From an optimization exercise on the open Yosys and OpenROAD flow, aimed at small area; shortcuts taken in it are not production practice. Function was checked by simulation only, so behaviour that the tests miss may differ from the original. No activity file was given, so power comes from the tool's default toggle rates.

Design taxi_controller, start of the top module:
module taxi_controller(input clk,               
                       input rst_n,             
                       input key_1,             
                       input key_2,             
                       input key_3,             
                       input key_4,             
                       output wire [31:0] digit,
                       output wire [7:0] LED_G,
                       output wire [7:0] LED_Y,
                       output wire [7:0] LED_R);
    localparam [3:0] SP = 4'd10, SR = 4'd11, BL = 4'd12, SC = 4'd13, SE = 4'd14, SM = 4'd15;
    function [6:0] seg;
        input [3:0] s;
        case (s)
            4'd0: seg = 7'b0000001;
            4'd1: seg = 7'b1001111;
            4'd2: seg = 7'b0010010;
            4'd3: seg = 7'b0000110;
            4'd4: seg = 7'b1001100;
            4'd5: seg = 7'b0100100;
            4'd6: seg = 7'b0100000;
            4'd7: seg = 7'b0001111;
            4'd8: seg = 7'b0000000;
            4'd9: seg = 7'b0000100;
            SP:   seg = 7'b0011000;
            SR:   seg = 7'b0001000;
            SC:   seg = 7'b0110001;
            SE:   seg = 7'b0110000;
            SM:   seg = 7'b0001001;
            default: seg = 7'b1111111;    
        endcase
    endfunction
    function [3:0] inc10;            
        input [3:0] d;
        inc10 = {d[3] ? !d[0] : (d[2] & d[1] & d[0]), d[2] ^ (d[1] & d[0]), (d[1] ^ d[0]) & !d[3], !d[0]};
    endfunction
    function [2:0] inc6;             
        input [2:0] t;
        inc6 = {t[2] ? !t[0] : (t[1] & t[0]), (t[1] ^ t[0]) & !t[2], !t[0]};
    endfunction
    function [2:0] inc5;             
        input [2:0] b;
        inc5 = {b[1] & b[0], b[1] ^ b[0], !b[0] & !b[2]};
    endfunction
    function is9;                    
        input [3:0] d;
        is9 = d[3] & d[0];
    endfunction
    reg occ, mv;
    always @(posedge clk or negedge rst_n)
        if (!rst_n) begin occ <= 1'b0; mv <= 1'b0; end
        else begin occ <= key_1; mv <= key_1 & key_2; end
    wire s_idle = !occ;
    wire s_move = mv;
    wire s_wait = occ & !mv;
    reg [2:0] b0, b1, h2;
    reg a0, a1, q2;
    wire b0_4 = b0[2];
    wire b1_4 = b1[2];
    wire r100 = b0_4 & !a0;
  ...
Size in the first run: about 760 cells after synthesis, roughly 62 I/O pins, roughly 6900 µm² of cells after synthesis.
Settings: LEC_CHECK=0, CAP_MARGIN=0, CORE_MARGIN=2, CORE_UTILIZATION=70, GPL_TIMING_DRIVEN=0, SLEW_MARGIN=0; clock period 10.0 ns.
standard.sh (not shown) runs the stock make flow with config.mk's settings and CLKGATE_MAP_FILE= SYNTH_SCRIPT=/design/flow/synth_recipe.tcl, a recipe that flattens the netlist after the stock synthesis.
==> flow/flow/run.sh <==
#!/bin/bash
# Own layout flow: the standard synthesis, then an area-oriented re-mapping
# of the combinational logic between the registers (the registers, their names
# and cell types are left exactly as the standard synthesis made them), then
# the standard layout steps. Each tool's output goes to a log_*.txt here.
set -euo pipefail
W=$PWD
F=$W/flow
R=$W/orfs/results/$FLOW_PLATFORM/taxi_controller/base
LIB=$FLOW_HOME/platforms/$FLOW_PLATFORM/lib/sky130_fd_sc_hd__tt_025C_1v80.lib

# 1. standard synthesis
bash standard.sh synth > $W/log_1_synth_standard.txt 2>&1
cp $R/1_2_yosys.v $W/netlist_standard.v

# 2. re-map the combinational logic for area with each ABC script in remap.abc
#    (one per line); ABC proves each result equivalent (cec); keep the smallest.
DU=""
for c in $(cat $F/dont_use.txt); do DU="$DU -dont_use $c"; done
remap() {
    local i=$1 scr=$2
    { echo -n "write_blif $W/pre_remap_$i.blif; "; echo -n "$scr"; echo "; cec $W/pre_remap_$i.blif"; } > $W/remap_run_$i.abc
    yosys -l $W/log_2_remap_$i.txt -p "
read_liberty -ignore_miss_func $LIB
read_verilog $W/netlist_standard.v
hierarchy -top $FLOW_TOP
blackbox sky130_fd_sc_hd__df* sky130_fd_sc_hd__edf* sky130_fd_sc_hd__sdf* sky130_fd_sc_hd__dl* sky130_fd_sc_hd__conb_1
flatten
opt -purge
abc -liberty $LIB $DU -script $W/remap_run_$i.abc
opt_clean -purge
hilomap -singleton -hicell sky130_fd_sc_hd__conb_1 HI -locell sky130_fd_sc_hd__conb_1 LO
splitnets
opt_clean -purge
rename -enumerate -pattern remap_%
select -assert-none t:\$_* t:\$lut t:\$sop
write_verilog -noattr -nohex -nodec $W/netlist_remap_$i.v
tee -o $W/remap_stat_$i.txt stat -liberty $LIB
" > /dev/null 2>&1 || true
}
i=0
while IFS= read -r scr; do
    [ -z "$scr" ] && continue
    i=$((i+1)); remap $i "$scr" &
    while [ $(jobs -rp | wc -l) -ge ${NUM_CORES:-4} ]; do wait -n || true; done
done < $F/remap.abc
wait
best=""; besta=""
for s in $W/remap_stat_*.txt; do
    i=${s##*_}; i=${i%.txt}
    grep -q "Networks are equivalent" $W/log_2_remap_$i.txt || continue
    [ -s $W/netlist_remap_$i.v ] || continue
    a=$(grep "Chip area" $s | awk '{print $NF}')
    if [ -z "$besta" ] || awk "BEGIN{exit !($a < $besta)}"; then best=$i; besta=$a; fi
done
if [ -n "$best" ]; then
    cp $W/netlist_remap_$best.v $R/1_2_yosys.v
    echo "remapped netlist $best used, area $besta" > $W/remap_used.txt
else
    echo "remap failed: standard netlist kept" > $W/remap_used.txt
fi

# 3. rebuild the synthesis database from the netlist, then the standard layout
#    (the layout steps also avoid the largest buffers, for area)
bash standard.sh synth > $W/log_1_synth_odb.txt 2>&1
bash standard.sh "DONT_USE_CELLS=$(echo $(cat $F/dont_use.txt) $(cat $F/layout_dont_use.txt))" "BUFFER_PORTS_ARGS=-buffer_cell sky130_fd_sc_hd__buf_1" "CTS_ARGS=-sink_clustering_enable -repair_clock_nets -dont_use_dummy_load -buf_list $(cat $F/cts_bufs.txt)" finish > $W/log_3_layout.txt 2>&1
Other scripts of this flow, unchanged in this note and not shown: flow/flow/cts_bufs.txt, flow/flow/dont_use.txt, flow/flow/layout_dont_use.txt, flow/flow/remap.abc
Rerun with:
--- a/flow/design.v
+++ b/flow/design.v
@@ -118,16 +118,15 @@
                 if (dc9 && !charging) u <= u + 9'd1;
             end else
                 ct <= ct599 ? 10'd0 : ct + 10'd1;
         end
     wire step = lm & dc9;           
     wire tunit = !lm & ct599;       
     reg I;       
-    wire kstep;                     
-    wire G = !I & !kstep;
+    reg G;       
     reg Kv;      
     reg [2:0] Rt3, Rt1; reg [3:0] Rt2, Rt0;
     reg [3:0] Rd3, Rd2, Rd1, Rd0;
     reg [3:0] Rp4, Rp3, Rp2; reg [4:0] Rj;
     reg [3:0] St0; reg St1; reg [1:0] Sd; reg [1:0] Sk; reg Stu;
     wire [2:0] Lt3 = G ? Rt3 : 3'd0;
     wire [3:0] Lt2 = G ? Rt2 : 4'd0;
@@ -168,20 +167,21 @@
     wire pi3 = (active & tunit) | pc2;
     wire pc3 = pi3 & is9(Lp3f);
     wire [3:0] Np3a = pi3 ? inc10(Lp3f) : Lp3f;
     wire psat = pc3 & is9(Lp4);
     wire [3:0] Np4 = psat ? 4'd9 : (pc3 ? inc10(Lp4) : Lp4);
     wire [3:0] Np3 = psat ? 4'd9 : Np3a;
     wire [3:0] Np2 = psat ? 4'd9 : Np2a;
-    wire R_en = f100 & (active ? (!kstep | s5) : (!I & kstep));
-    always @(posedge clk or negedge rst_n)
-        if (!rst_n) begin
-            I <= 1'b1; Kv <= 1'b0;
+    wire R_en = f100 & (active ? (G | s5) : (!I & !G));
+    always @(posedge clk or negedge rst_n)
+        if (!rst_n) begin
+            I <= 1'b1; G <= 1'b0; Kv <= 1'b0;
         end else if (f100) begin
             I <= s_idle;
+            G <= active & (G | s5);
             if (s_idle & !I) Kv <= 1'b1;
         end
     always @(posedge clk)
         if (f100) begin
             if (R_en) begin
                 Rt3 <= Nt3; Rt2 <= Nt2; Rt1 <= Nt1; Rt0 <= Nt0;
                 Rd3 <= Nd3; Rd2 <= Nd2; Rd1 <= Nd1; Rd0 <= Nd0;
@@ -225,15 +225,14 @@
             6'd45, 6'd46, 6'd47: op = 1;
             6'd11, 6'd12, 6'd13, 6'd17, 6'd18, 6'd19: begin op = 2; vt = 1; end
             6'd31, 6'd32, 6'd33, 6'd37, 6'd38, 6'd39: begin op = 2; vt = 2; end
             6'd49, 6'd50, 6'd51, 6'd55, 6'd56, 6'd57: begin op = 2; vt = 3; end
             default: ;
         endcase
     end
-    assign kstep = (vt != 2'd0);
     always @(posedge clk or negedge rst_n)
         if (!rst_n) begin
             cnt <= 0; ds3 <= BL; ds2 <= BL; ds1 <= BL; ds0 <= BL; dp2 <= 1; dp1 <= 1;
         end else if (s5) begin
             if (active) cnt <= 0;
             else begin
                 if (!(cnt[5] & cnt[4] & cnt[3] & cnt[1])) cnt <= cnt + 6'd1;    
Outcome: The changed run produced a clean layout. Sequential power hardly moves. Utilization goes down by 0.27 points. Global-route usage falls by 1.2 points. Area after synthesis falls slightly. Via count came out lower slightly. Final cell count shrinks slightly. Critical path depth rises by 6. Register-to-register slack improved by 0.54 ns.

-- separate check: timing with driven ports --
No port has a modelled driver above. Below, the same layouts with a new extraction and two added sets of constraints.
Step 1, drivers: a clkbuf_16 drives clk and a buf_2 each remaining input, both assumed.
Step 2 times the ports against the registers' clock, not the clock port: input delays grow and output delays shrink by t, the midpoint of the rising clock arrivals with the driver on.
a / b / c = ideal / step 1 / step 2; a / b = the first two.
| run | t (ns) | setup WS [ns] | cell pins on the clock port's net |
|---|---|---|---|
| the first run | 0.566 | 2.370 / 2.343 / 2.343 | 1 |
| the second run | 0.548 | 2.792 / 2.765 / 2.975 | 1 |
After both steps setup and hold are still met in every run listed. For the first run, which loses most, drivers alone change the setup slack by -0.027 ns; drivers and shift together by -0.027 ns.
